This design comes from an exercise in tuning for small area on the open sky130 flow, not from production work.
The RTL was checked by simulation tests, not by an equivalence proof against the original design.
No activity file was given, so power comes from the tool's default toggle rates.

**design/flow/config.mk**
```make
export PLATFORM = sky130hd
export DESIGN_NAME = Reg_File16b
export DESIGN_NICKNAME = Reg_File16b
export VERILOG_FILES = /design/flow/design.v
export SDC_FILE = /design/flow/constraint.sdc
export NUM_CORES = 4
export LEC_CHECK = 0
export CAP_MARGIN = 20
export CORE_MARGIN = 2
export CORE_UTILIZATION = 40
export SLEW_MARGIN = 20
```
**design/flow/run.sh**
```bash
#!/bin/bash
# synth_recipe.tcl (not shown) runs the flow's synth.tcl, then flattens the netlist and writes it again
# the make line also repeats each setting of config.mk as NAME=value (left out here)
make -C /OpenROAD-flow-scripts/flow DESIGN_CONFIG=/design/flow/config.mk WORK_HOME=/design/flow/orfs CLKGATE_MAP_FILE= SYNTH_SCRIPT=/design/flow/synth_recipe.tcl finish
```
**design/flow/design.v**
```verilog
`timescale 1ns / 1ps
module D_FF(Clk  , reset, D    , Q);
    input D, Clk, reset;
    output reg Q;
    always @(posedge Clk or negedge reset)
        if (~reset)
            begin
                Q <= 1'b0;
            end 
        else
            begin
                Q <= D;
            end
endmodule 
`timescale 1ns / 1ps
module Register16b(Clk  ,     reset,      In,Out);
    input [15:0] In;
    input Clk, reset;
    output [15:0] Out;
    D_FF    DFF [15:0] (Clk  , reset, In    , Out);
endmodule
`timescale 1ns / 1ps
module Decoder_3to8(E     ,X        ,Z);
    input E;
    input [2:0] X;
    output [7:0] Z;
    and A0(Z[0],E,~X[2],~X[1],~X[0]);
    and A1(Z[1],E,~X[2],~X[1], X[0]);
    and A2(Z[2],E,~X[2], X[1],~X[0]);
    and A3(Z[3],E,~X[2], X[1], X[0]);
    and A4(Z[4],E, X[2],~X[1],~X[0]);
    and A5(Z[5],E, X[2],~X[1], X[0]);
    and A6(Z[6],E, X[2], X[1],~X[0]);
    and A7(Z[7],E, X[2], X[1], X[0]);
endmodule
`timescale 1ns / 1ps
module Decoder_4to16(E,X,Z);
    input E;
    input [3:0] X;
    output [15:0] Z;  
    not(X3not,X[3]);
    and(E1,X3not,E);
    and(E2,X[3],E);
    Decoder_3to8        DEC1        (E1     ,X[2:0]        ,Z[7:0]);
    Decoder_3to8        DEC2        (E2      ,X[2:0]        ,Z[15:8]);
endmodule
`timescale 1ns / 1ps
module Mux16bit_2to1(E     ,   S  , X1   , X0   , Z);
    input E, S;
    input [15:0] X1;
    input [15:0] X0;
    output [15:0] Z;
    wire Snot; 
    wire [15:0] A1;
    wire [15:0] A2; 
    not            n1(Snot,S);
    genvar i;
    generate
        for (i = 0; i < 16; i = i + 1) begin : bit_slice
            and a2  (A2[i],E,Snot,X0[i]);
            and a1  (A1[i],E,S,X1[i]);
            or  o1  (Z[i], A1[i], A2[i]);
        end
    endgenerate
endmodule
`timescale 1ns / 1ps
module Mux16bit_8to1(E     ,   S  , X0,X1,X2,X3,X4,X5,X6,X7, Z);
    input E;
    input [2:0] S;
    input [15:0] X0,X1,X2,X3,X4,X5,X6,X7;
    output [15:0] Z;
    wire [15:0] Z0,Z1, Z2, Z3, Z4,Z5;
    Mux16bit_2to1       MUX4        (E     ,   S[0]  , X1   , X0   , Z0); 
    Mux16bit_2to1       MUX3        (E     ,   S[0]  , X3   , X2   , Z1);
    Mux16bit_2to1       MUX2        (E     ,   S[0]  , X5   , X4   , Z2);     
    Mux16bit_2to1       MUX1        (E     ,   S[0]  , X7   , X6   , Z3);
    Mux16bit_2to1       MUX6        (E     ,   S[1]  , Z1   , Z0   , Z4);
    Mux16bit_2to1       MUX5        (E     ,   S[1]  , Z3   , Z2   , Z5);
    Mux16bit_2to1       MUX7        (E     ,   S[2]  , Z5   , Z4   , Z);        
endmodule
`timescale 1ns / 1ps
module Mux16bit_16to1(E,S,X0,X1,X2,X3,X4,X5,X6,X7,X8,X9,X10,X11,X12,X13,X14,X15,Z);
    input E;
    input [3:0] S;
    input [15:0] X0,X1,X2,X3,X4,X5,X6,X7,X8,X9,X10,X11,X12,X13,X14,X15;
    output [15:0] Z;
    wire [15:0] Z1, Z2;
    Mux16bit_8to1       MUX1        (E,S[2:0],X0,X1,X2,X3,X4,X5,X6,X7,Z1);
    Mux16bit_8to1       MUX2        (E,S[2:0],X8,X9,X10,X11,X12,X13,X14,X15,Z2);
    Mux16bit_2to1       MUX3        (E     ,   S[3]  ,  Z2  , Z1   , Z);    
endmodule
`timescale 1ns / 1ps
module Reg_File16b(A,B,C,Aaddr,Baddr,Caddr,Load,Clear,Clk);
    output [15:0] A,B;
    input [15:0] C;
    input [3:0] Aaddr,Baddr,Caddr;
    input Load,Clear,Clk;
    wire [255:0] In, Out;  
    wire [15:0] Zdec;     
    Register16b         REG0            (Clk  ,Clear      ,In[15:0]     ,Out[15:0]);
    Register16b         REG1            (Clk  ,Clear      ,In[31:16]    ,Out[31:16]);
    Register16b         REG2            (Clk  ,Clear      ,In[47:32]    ,Out[47:32]);
    Register16b         REG3            (Clk  ,Clear      ,In[63:48]    ,Out[63:48]);
    Register16b         REG4            (Clk  ,Clear      ,In[79:64]    ,Out[79:64]);
    Register16b         REG5            (Clk  ,Clear      ,In[95:80]    ,Out[95:80]);
    Register16b         REG6            (Clk  ,Clear      ,In[111:96]   ,Out[111:96]);
    Register16b         REG7            (Clk  ,Clear      ,In[127:112]  ,Out[127:112] );
    Register16b         REG8            (Clk  ,Clear      ,In[143:128]  ,Out[143:128]);
    Register16b         REG9            (Clk  ,Clear      ,In[159:144]  ,Out[159:144]);
    Register16b         REG10           (Clk  ,Clear      ,In[175:160]  ,Out[175:160]);
    Register16b         REG11           (Clk  ,Clear      ,In[191:176]  ,Out[191:176]);
    Register16b         REG12           (Clk  ,Clear      ,In[207:192]  ,Out[207:192]);
    Register16b         REG13           (Clk  ,Clear      ,In[223:208]  ,Out[223:208]);
    Register16b         REG14           (Clk  ,Clear      ,In[239:224]  ,Out[239:224]);
    Register16b         REG15           (Clk  ,Clear      ,In[255:240]  ,Out[255:240]);
    Mux16bit_16to1       MUX1        (1,Aaddr,Out[15:0],Out[31:16],Out[47:32],Out[63:48],Out[79:64],Out[95:80],Out[111:96],Out[127:112],Out[143:128],Out[159:144],Out[175:160],Out[191:176],Out[207:192],Out[223:208],Out[239:224],Out[255:240],A);
    Mux16bit_16to1       MUX2        (1,Baddr,Out[15:0],Out[31:16],Out[47:32],Out[63:48],Out[79:64],Out[95:80],Out[111:96],Out[127:112],Out[143:128],Out[159:144],Out[175:160],Out[191:176],Out[207:192],Out[223:208],Out[239:224],Out[255:240],B);
    Decoder_4to16         DECODER1            (Load     ,Caddr        ,Zdec);
    Mux16bit_2to1          MUX_0                (1'b1      ,Zdec[0]  ,C      , Out[15:0]    , In[15:0]);
    Mux16bit_2to1          MUX_1                (1'b1      ,Zdec[1]  ,C      , Out[31:16]   , In[31:16]);
    Mux16bit_2to1          MUX_2                (1'b1      ,Zdec[2]  ,C      , Out[47:32]   , In[47:32]);
    Mux16bit_2to1          MUX_3                (1'b1      ,Zdec[3]  ,C      , Out[63:48]   , In[63:48]);
    Mux16bit_2to1          MUX_4                (1'b1      ,Zdec[4]  ,C      , Out[79:64]   , In[79:64]);
    Mux16bit_2to1          MUX_5                (1'b1      ,Zdec[5]  ,C      , Out[95:80]   , In[95:80]);
    Mux16bit_2to1          MUX_6                (1'b1      ,Zdec[6]  ,C      , Out[111:96]  , In[111:96]);
    Mux16bit_2to1          MUX_7                (1'b1      ,Zdec[7]  ,C      , Out[127:112] , In[127:112]);
    Mux16bit_2to1          MUX_8                (1'b1      ,Zdec[8]  ,C      , Out[143:128] , In[143:128]);
    Mux16bit_2to1          MUX_9                (1'b1      ,Zdec[9]  ,C      , Out[159:144] , In[159:144]);
    Mux16bit_2to1          MUX_10               (1'b1     ,Zdec[10]  ,C      , Out[175:160] , In[175:160]);
    Mux16bit_2to1          MUX_11               (1'b1     ,Zdec[11]  ,C      , Out[191:176] , In[191:176]);
    Mux16bit_2to1          MUX_12               (1'b1     ,Zdec[12]  ,C      , Out[207:192] , In[207:192]);
    Mux16bit_2to1          MUX_13               (1'b1     ,Zdec[13]  ,C      , Out[223:208] , In[223:208]);
    Mux16bit_2to1          MUX_14               (1'b1     ,Zdec[14]  ,C      , Out[239:224] , In[239:224]);
    Mux16bit_2to1          MUX_15               (1'b1     ,Zdec[15]  ,C      , Out[255:240] , In[255:240]);
endmodule
```
**design/flow/constraint.sdc**
```tcl
create_clock -name core_clock -period 5.0 [get_ports {Clk}]
set_input_delay 1.0000 -clock core_clock [delete_from_list [all_inputs] [get_ports {Clk}]]
set_output_delay 1.0000 -clock core_clock [all_outputs]
set_load 0.01 [all_outputs]
```
==> results.toml <==
[clock_tree]
holdBufCountCts = 0
cts_buffers = 28
h-tree-depth = 1
cts_tree = "yes"
cts.reportedPaths.clkPinSlew_ns = 0.06
cts_sinks = 256
clock-root-buffer = "clkbuf_16"
post_cts_buffers = 0
clk_latency_ns = 0.53
cts_buffer_depth = 3
cts-resized-gates = 0

[layout]
multi_input_area_sq_mm = 0.006594
final_common_cell = "dfrtp_1"
drive_gt1_frac = 0.5326
area_growth_pct = 16.10
final_cell_mix = "dfrtp_1 (256), mux2_2 (253), mux4_2 (128), a22oi_1 (64), clkdlybuf4s50_1 (57)"
fillers = 2890
num_antenna_cells = 0
regArea_sq_mm = 0.006406
finalNonFillerCells = 1362
nets = 930

[sta]
period_minus_slack_ns = 4.305
final-setup-viol-count = 0
finalHoldViolCount = 0
finalMaxSlewViolations = 0
tns_ns = 0
worstMarginPinSlew_ns = 1.094
relSlewSlack = 0.2708
rsz0062_at_grt = "no"
max_freq_ghz = 0.2323
finClkSkew_ns = 0
finalCritPeriodShare = 0.8610

[grt]
grt_antenna_before_repair = 0
grt_pass1_wl_um = 54960
grt_use_met3 = 0.03216
use_met1 = 0.3034
grt_max_degree = 107
grt.busiest_layer = "met2"
track_usage = 0.2073
grt-ovfl-total = 0
use_met2 = 0.3263
grt_pass1_vias = 8585

[routing]
routed_wl_um = 35420
initialDrtViolationCount = 656
ant_nets = 0
route.vias.total = 8048
drc = 0
wire_per_inst_um = 26.01
first_pass_iters = 4
avgViaCountPerCell = 5.909

[yosys]
syn_area_sq_mm = 0.01335
avgSynthCellArea_sq_um = 15.75
ys_seq_area_frac = 0.4797
synth-async-reset-ratio = 1.000
yosysWarnings = 6
netlist_instances = 848
synthFlopType = "dfrtp_1"
ys_ff_latch = 256
ys_types = 22
synth_edf_count = 0
synth_nets = 879

[power]
leakage_nw = 6.329
ir_worst_vdd_v = 0.0002622
p_per_area_mw_per_mm2 = 422.1

[worst_setup_path]
cp.required_ns = 4.00
end_kind = "output pin"
critPathSlowestCell = "and2_1"
arrival_ns = 3.31
reg2reg_slack_ns = 4.21
worst_setup_path_start_kind = "input pin"
crit_top_cell = "clkdlybuf4s50_1"
path_delay_family = "buffers and inverters"
crit_chain = "clkdlybuf4s50_1 > and2_1 > buf_4 > a22oi_1 > nand2_1 > clkdlybuf4s50_1"
cp_slowest_stage_delay_ns = 0.62
worstSetupPathType = "in -> out"
cp_max_fo = 9
crit_buf_inv = 3

[floorplan]
start_util = 0.4084
core.rowCount = 66
die_area_sq_mm = 0.03486
die_w_um = 186.7
pin_count = 63
core_area_sq_mm = 0.03270
die_y_um = 186.7

[placement]
hpwl_um = 21620
numPortBuffers = 62
post-place-cells = 1311
gp_congestion = 0.7471

[min_path]
min_path_type = "in -> async"

[run_status]
outcome = "complete, no violations"

[run]
max_cap_violations = 0
-- Yosys cell counts (all sizes together), types with 2 or more instances --
cell,instances,area share
buf,42,0.018
nand2b,2,0.00094
and2,2,0.00094
nor2b,4,0.0019
mux4,128,0.22
nor2,12,0.0049
dfrtp,256,0.48
nand3b,4,0.0022
mux2,256,0.22
a22oi,64,0.036
clkbuf,38,0.011
nand2,34,0.0096
or3,3,0.0014
-- cells by family (layout without fill, tap and decap cells) --
group	count (synthesis)	in the layout	synth area share
AO/OA/AOI/OAI	64	64	0.03598
buffers and inverters	80	152	0.02895
flip-flops	256	256	0.4797
multiplexers	384	384	0.4317
AND/OR/NAND/NOR	64	64	0.02361
-- layer usage --
metal	up-vias	part of all wire
met5	-	0
met4	0	0.022
met3	51	0.061
met2	235	0.48
met1	4345	0.44
li1	3417	-
-- cell type report --
| class | instances | share of cell area |
|---|---|---|
| clock buffer | 40 | 0.05456 |
| clock inverter | 11 | 0.007828 |
| multi-input combinational | 512 | 0.4253 |
| sequential | 256 | 0.4132 |
| tap | 442 | 0.03567 |
| timing repair buffer | 101 | 0.06343 |
-- power by group --
group	total [mW]	switching (mW)	internal, mW
clock	2.14	0.864	1.28
sequential	2.89	0.327	2.56
combinational	1.52	0.540	0.981
-- through the flow --
stage	instance area [sq um]	total power, mW	hold WS (ns)	setup WS, ns	util
CTS	15500	6.592	0.5232	0.6882	0.4741
detailed placement	14540	4.446	0.5092	0.6920	0.4445
global placement	14540	4.403	0.4957	0.6768	0.4445
global route	15500	6.866	0.5321	0.6288	0.4741
floorplan	13350	3.918	0.4773	1.678	-
finish	15500	6.544	0.4869	0.6949	0.4741
-- path summary, 6_finish.rpt --
path                           from         to  cells past startpoint
max                        Baddr[3]      B[12]                      6
min                           Clear  async pin                      1
max reg2reg                    flop       flop                      1
min reg2reg                    flop       flop                      1
max in group asynchronous     Clear  async pin                      2
min in group core_clock        flop       flop                      1

[what the ideal ports hide]
No port has a modelled driver above. Below, the same layout with a new extraction and two added sets of constraints.
Step 1 (the two cells are an assumption about what drives the block):
set clk [get_ports {Clk}]
set_driving_cell -lib_cell sky130_fd_sc_hd__clkbuf_16 $clk
set_driving_cell -lib_cell sky130_fd_sc_hd__buf_2 [delete_from_list [all_inputs] $clk]
Step 2, shift: input delay + t, output delay - t, t = (earliest + latest rising clock arrival at the registers) / 2. This alone moves slack from input paths to output paths.
Slacks: ideal ports / drivers / drivers and shift; pairs: ideal ports / drivers.
t, ns: 0.589
setup slack, ns: 0.695 / 0.665 / 0.665
worst register clock-pin slew, ns: 0.07 / 0.07
After both steps this run still meets setup and hold. For this run, drivers alone change the setup slack by -0.030 ns; drivers and shift together by -0.030 ns.
